This is an optimization exercise on Yosys and OpenROAD, whose aim is small area, a short achievable clock period and few clock cycles, not a production implementation.
At most, simulation tests tie the RTL to the original design; equivalence was not proved.
No activity file was given, so power comes from the tool's default toggle rates.

## P
// LCD_CTRL
module LCD_CTRL (
  input              clk,
  input              reset,
  input        [3:0] cmd,
  input              cmd_valid,
  input        [7:0] IROM_Q,
  output logic       IROM_rd,
  output logic [5:0] IROM_A,
  output logic       IRAM_valid,
  output logic [7:0] IRAM_D,
  output logic [5:0] IRAM_A,
  output logic       busy,
  output logic       done
);
Size in the first run: about 700 flip-flops, ~39 I/O pins, roughly 0.030 mm^2 of cells after synthesis.
export LEC_CHECK = 0
export CAP_MARGIN = 20
export CORE_MARGIN = 2
export CORE_UTILIZATION = 65
export CTS_CLUSTER_DIAMETER = 120
export CTS_CLUSTER_SIZE = 25
export SLEW_MARGIN = 20
create_clock -name core_clock -period 12.0 [get_ports {clk}]
standard.sh (not shown) runs the stock make flow with config.mk's settings and CLKGATE_MAP_FILE= SYNTH_SCRIPT=/design/flow/synth_recipe.tcl, a recipe that flattens the netlist after the stock synthesis.
==> flow/flow/run.sh <==
#!/bin/bash
# Standard layout, with plain port buffers and timing repair aiming past the clock period.
set -euo pipefail
bash standard.sh SETUP_SLACK_MARGIN=8.2 "BUFFER_PORTS_ARGS=-buffer_cell sky130_fd_sc_hd__buf_4" finish > make.log 2>&1
P completed; timing, DRC and antenna clean
Testbench counts of P, summed over its fixed seeds: cycles 5,646.
Modified inputs, Q compared to P
--- a/flow/config.mk
+++ b/flow/config.mk
@@ -10,3 +10 @@
-export CORE_UTILIZATION = 65
-export CTS_CLUSTER_DIAMETER = 120
-export CTS_CLUSTER_SIZE = 25
+export CORE_UTILIZATION = 50
Notes after the runs:
Q | status: complete | timing, DRC, antenna: pass. P → Q: number of antenna violations at the first check in global routing now larger, sequential share of layout area now smaller, power in sequential cells comparable. Largest fanout on the critical path: lower on Q. Diff P -> Q | die width | up by more than 10%. Re clock-cell share of area: P was lower than Q. P → Q: via count of the first global-routing pass grew by 348, final routed wirelength across all metal layers increased by about 5% relative to the old numbers, portion of the clock cycle consumed by the worst path in the final layout saw a decrease.
diff inputs: Q => R
--- a/flow/config.mk
+++ b/flow/config.mk
@@ -10,0 +11,2 @@
+export CTS_CLUSTER_DIAMETER = 120
+export CTS_CLUSTER_SIZE = 25
Results
Q -> R: maximum frequency decreased slightly. Total detailed-routing wirelength in R is about 1.4% below Q. On violation count after the first detailed-route iteration, R does better than Q. As of R, number of nets in the layout had fallen slightly compared to Q. R vs. Q: detail-routed net length per standard cell went up by about 0.75%.


== rev 12 ==
LCD_CTRL, a different RTL version from the one above (not shown whole).
For scale: roughly 2300 cells after synthesis, ~680 flip-flops, roughly 39 I/O pins, roughly 0.031 mm² of cells after synthesis.
clock: 12.0 ns
lec_check: 0
cap_margin: 20
core_margin: 2
core_utilization: 50
cts_cluster_diameter: 120
cts_cluster_size: 25
slew_margin: 20
==> flow/flow/run.sh <==
#!/bin/bash
# Standard layout, with plain port buffers and timing repair aiming past the clock period.
set -euo pipefail
bash standard.sh SETUP_SLACK_MARGIN=8.3 "BUFFER_PORTS_ARGS=-buffer_cell sky130_fd_sc_hd__buf_4" finish > make.log 2>&1
Relative to rev 12, the following input files were edited for rev 13:
==> flow/flow/run.sh <==
#!/bin/bash
# Standard layout, with plain port buffers and timing repair aiming past the clock period.
set -euo pipefail
bash standard.sh SETUP_SLACK_MARGIN=8.4 "BUFFER_PORTS_ARGS=-buffer_cell sky130_fd_sc_hd__buf_4" finish > make.log 2>&1
--- outcome ---
Any difference in flip-flop and latch count between rev 13 and rev 12 is small enough to ignore. Rev 13 -> rev 12: die extent in x delta 0, exact match. Part of the power in the clock network: rev 13 and rev 12 compared, higher one is rev 12. Compared with rev 12, in rev 13 worst hold slack increased by 29 ps relative to the old numbers; total power up 63 µW; footprint of the flip-flops and latches was more or less identical.
No run of this note included a check of the RTL's function; only the layout flow was run.


== build 91 ==
LCD_CTRL, a different RTL version from the one above (not shown whole).
Size in the first run: ~2300 cells after synthesis, ~690 flip-flops.
clock: 12.0 ns
lec_check: 0
cap_margin: 20
core_margin: 2
core_utilization: 40
cts_cluster_diameter: 120
cts_cluster_size: 25
slew_margin: 20
==> flow/flow/run.sh <==
#!/bin/bash
# Standard layout, with plain port buffers and timing repair aiming past the clock period.
set -euo pipefail
bash standard.sh SETUP_SLACK_MARGIN=8.4 "BUFFER_PORTS_ARGS=-buffer_cell sky130_fd_sc_hd__buf_4" finish > make.log 2>&1
Testbench counts of build 91, summed over its fixed seeds: cycles 5,646.
Modified inputs, build 93 compared to build 91
- CORE_UTILIZATION: 40 -> 50
==> flow/flow/run.sh <==
#!/bin/bash
# Standard layout, with plain port buffers and timing repair aiming past the clock period.
set -euo pipefail
bash standard.sh SETUP_SLACK_MARGIN=8.2 "BUFFER_PORTS_ARGS=-buffer_cell sky130_fd_sc_hd__buf_4" finish > make.log 2>&1
## What came out
- Across build 93 and build 91, none had a timing, DRC or antenna violation.
- Status: clock insertion delay at the later pin of the skew report parity (build 93, build 91)
- Setup slack of the critical path after layout: build 93 and build 91 compared, lower one is build 93
- Diff build 91 -> build 93: non-clock buffer count went down, filler-free cell count of the finished design went down, total stage count of the critical path went up.
- Build 93 -> build 91: net switching share of the total power flat
Inputs modified between build 93 and build 40:
==> flow/flow/run.sh <==
#!/bin/bash
# Standard layout, with plain port buffers and timing repair aiming past the clock period.
set -euo pipefail
bash standard.sh SETUP_SLACK_MARGIN=8.4 "BUFFER_PORTS_ARGS=-buffer_cell sky130_fd_sc_hd__buf_4" finish > make.log 2>&1
[summary]
- The clock distribution area overhead in the final layout was comparable across build 40 and build 93.
- Build 93 has a higher fraction of area in multi-input gates than build 40.
- Global-route wire length before repair of build 40 is on par with build 93.
- Re mapped cell area: no difference whatsoever between build 40 and build 93.
- Final cell area: build 40 above build 93
- Looking at build 40 and build 93, the global-route total usage across every layer is a wash.
- Looking at type of the worst setup path, the reg2out result is from build 40; the in2reg one comes from build 93.
[inputs] build 74 vs build 40
==> flow/flow/run.sh <==
#!/bin/bash
# Standard layout, with plain port buffers and timing repair aiming past the clock period.
set -euo pipefail
bash standard.sh SETUP_SLACK_MARGIN=8.6 "BUFFER_PORTS_ARGS=-buffer_cell sky130_fd_sc_hd__buf_4" finish > make.log 2>&1
Results
Diff build 40 -> build 74 | combinational share of power | increase of 1.9 points. After detailed routing, build 40 needs less wire than build 74. Re aggregate global-route resource usage: build 74 and build 40 aren't equal, and the higher value belongs to build 74. Half-perimeter wire length after detailed placement grows slightly when moving from build 40 to build 74. Build 74 reports a higher total net switching power than build 40 does. Going from build 40 to build 74, non-clock buffer count has increased, share of the core filled with cells has increased, share of power burned in the clock network has decreased. Sort build 74 and build 40 by wire length on met3 desc -> top: build 74. In build 74 the average detailed-routed wire length per instance turned out 0.91 um higher than in build 40.
Relative to build 74, the following input files were edited for build 20:
- an added PLACE_DENSITY of 0.75
==> flow/flow/run.sh <==
#!/bin/bash
# Standard layout, with plain port buffers and timing repair aiming past the clock period.
set -euo pipefail
bash standard.sh SETUP_SLACK_MARGIN=8.4 "BUFFER_PORTS_ARGS=-buffer_cell sky130_fd_sc_hd__buf_4" finish > make.log 2>&1
[summary]
- Share of the cycle needed by the critical path after routing: build 20 vs build 74 up 0.67 points
- Diff build 74 -> build 20: detail-routed via count per cell rose 2.6%; total number of sequential cells now sits at about the same level; leakage dissipation decreased about 3%.
- On routed wire length: between build 20 and build 74, it ends up lower for build 20.
- | met1 routed wirelength after detailed routing | build 20 vs build 74 | about 17% lower |
- Number of antenna diodes is higher on build 20
- Build 20 ended up with a higher sequential share of layout area than build 74 did.
- Build 20 has worst setup skew after layout below what build 74 had.

-- what the ideal ports hide --
In the flow no input, the clock included, has a driving cell. The finished layouts below were timed again as built, in two steps.
Step 1 sets driving cells, clkbuf_16 on the clock port and buf_2 on the other inputs (assumed; they add their load-dependent delay and slew).
Step 2 times the ports against the registers' clock, not the clock port: input delays grow and output delays shrink by t, the midpoint of the rising clock arrivals with the driver on.
Slacks: ideal / step 1 / step 2; pairs: ideal / step 1.
run	t (ns)	slack for setup (ns)	worst hold slack (ns)	worst data-port slew with drivers (ns)
P	0.714	8.022 / 8.022 / 7.614	0.455 / 0.455 / 0.455	0.09
Q	0.683	8.219 / 8.156 / 7.612	0.450 / 0.450 / 0.450	0.08
R	0.692	8.169 / 8.150 / 7.592	0.446 / 0.446 / 0.446	0.08
rev 12	0.703	8.097 / 8.097 / 7.524	0.436 / 0.436 / 0.436	0.07
rev 13	0.694	8.149 / 8.149 / 7.587	0.465 / 0.465 / 0.465	0.09
build 91	0.695	8.372 / 8.305 / 7.798	0.432 / 0.432 / 0.432	0.05
build 93	0.702	8.165 / 8.192 / 7.507	0.399 / 0.399 / 0.399	0.04
build 40	0.714	8.370 / 8.306 / 7.807	0.466 / 0.466 / 0.466	0.06
build 74	0.690	8.411 / 8.345 / 7.965	0.477 / 0.477 / 0.477	0.06
build 20	0.704	8.330 / 8.268 / 7.841	0.440 / 0.440 / 0.440	0.09
After both steps setup and hold are still met in every run listed. For build 93, which loses most, drivers alone change the setup slack by +0.027 ns; drivers and shift together by -0.658 ns.
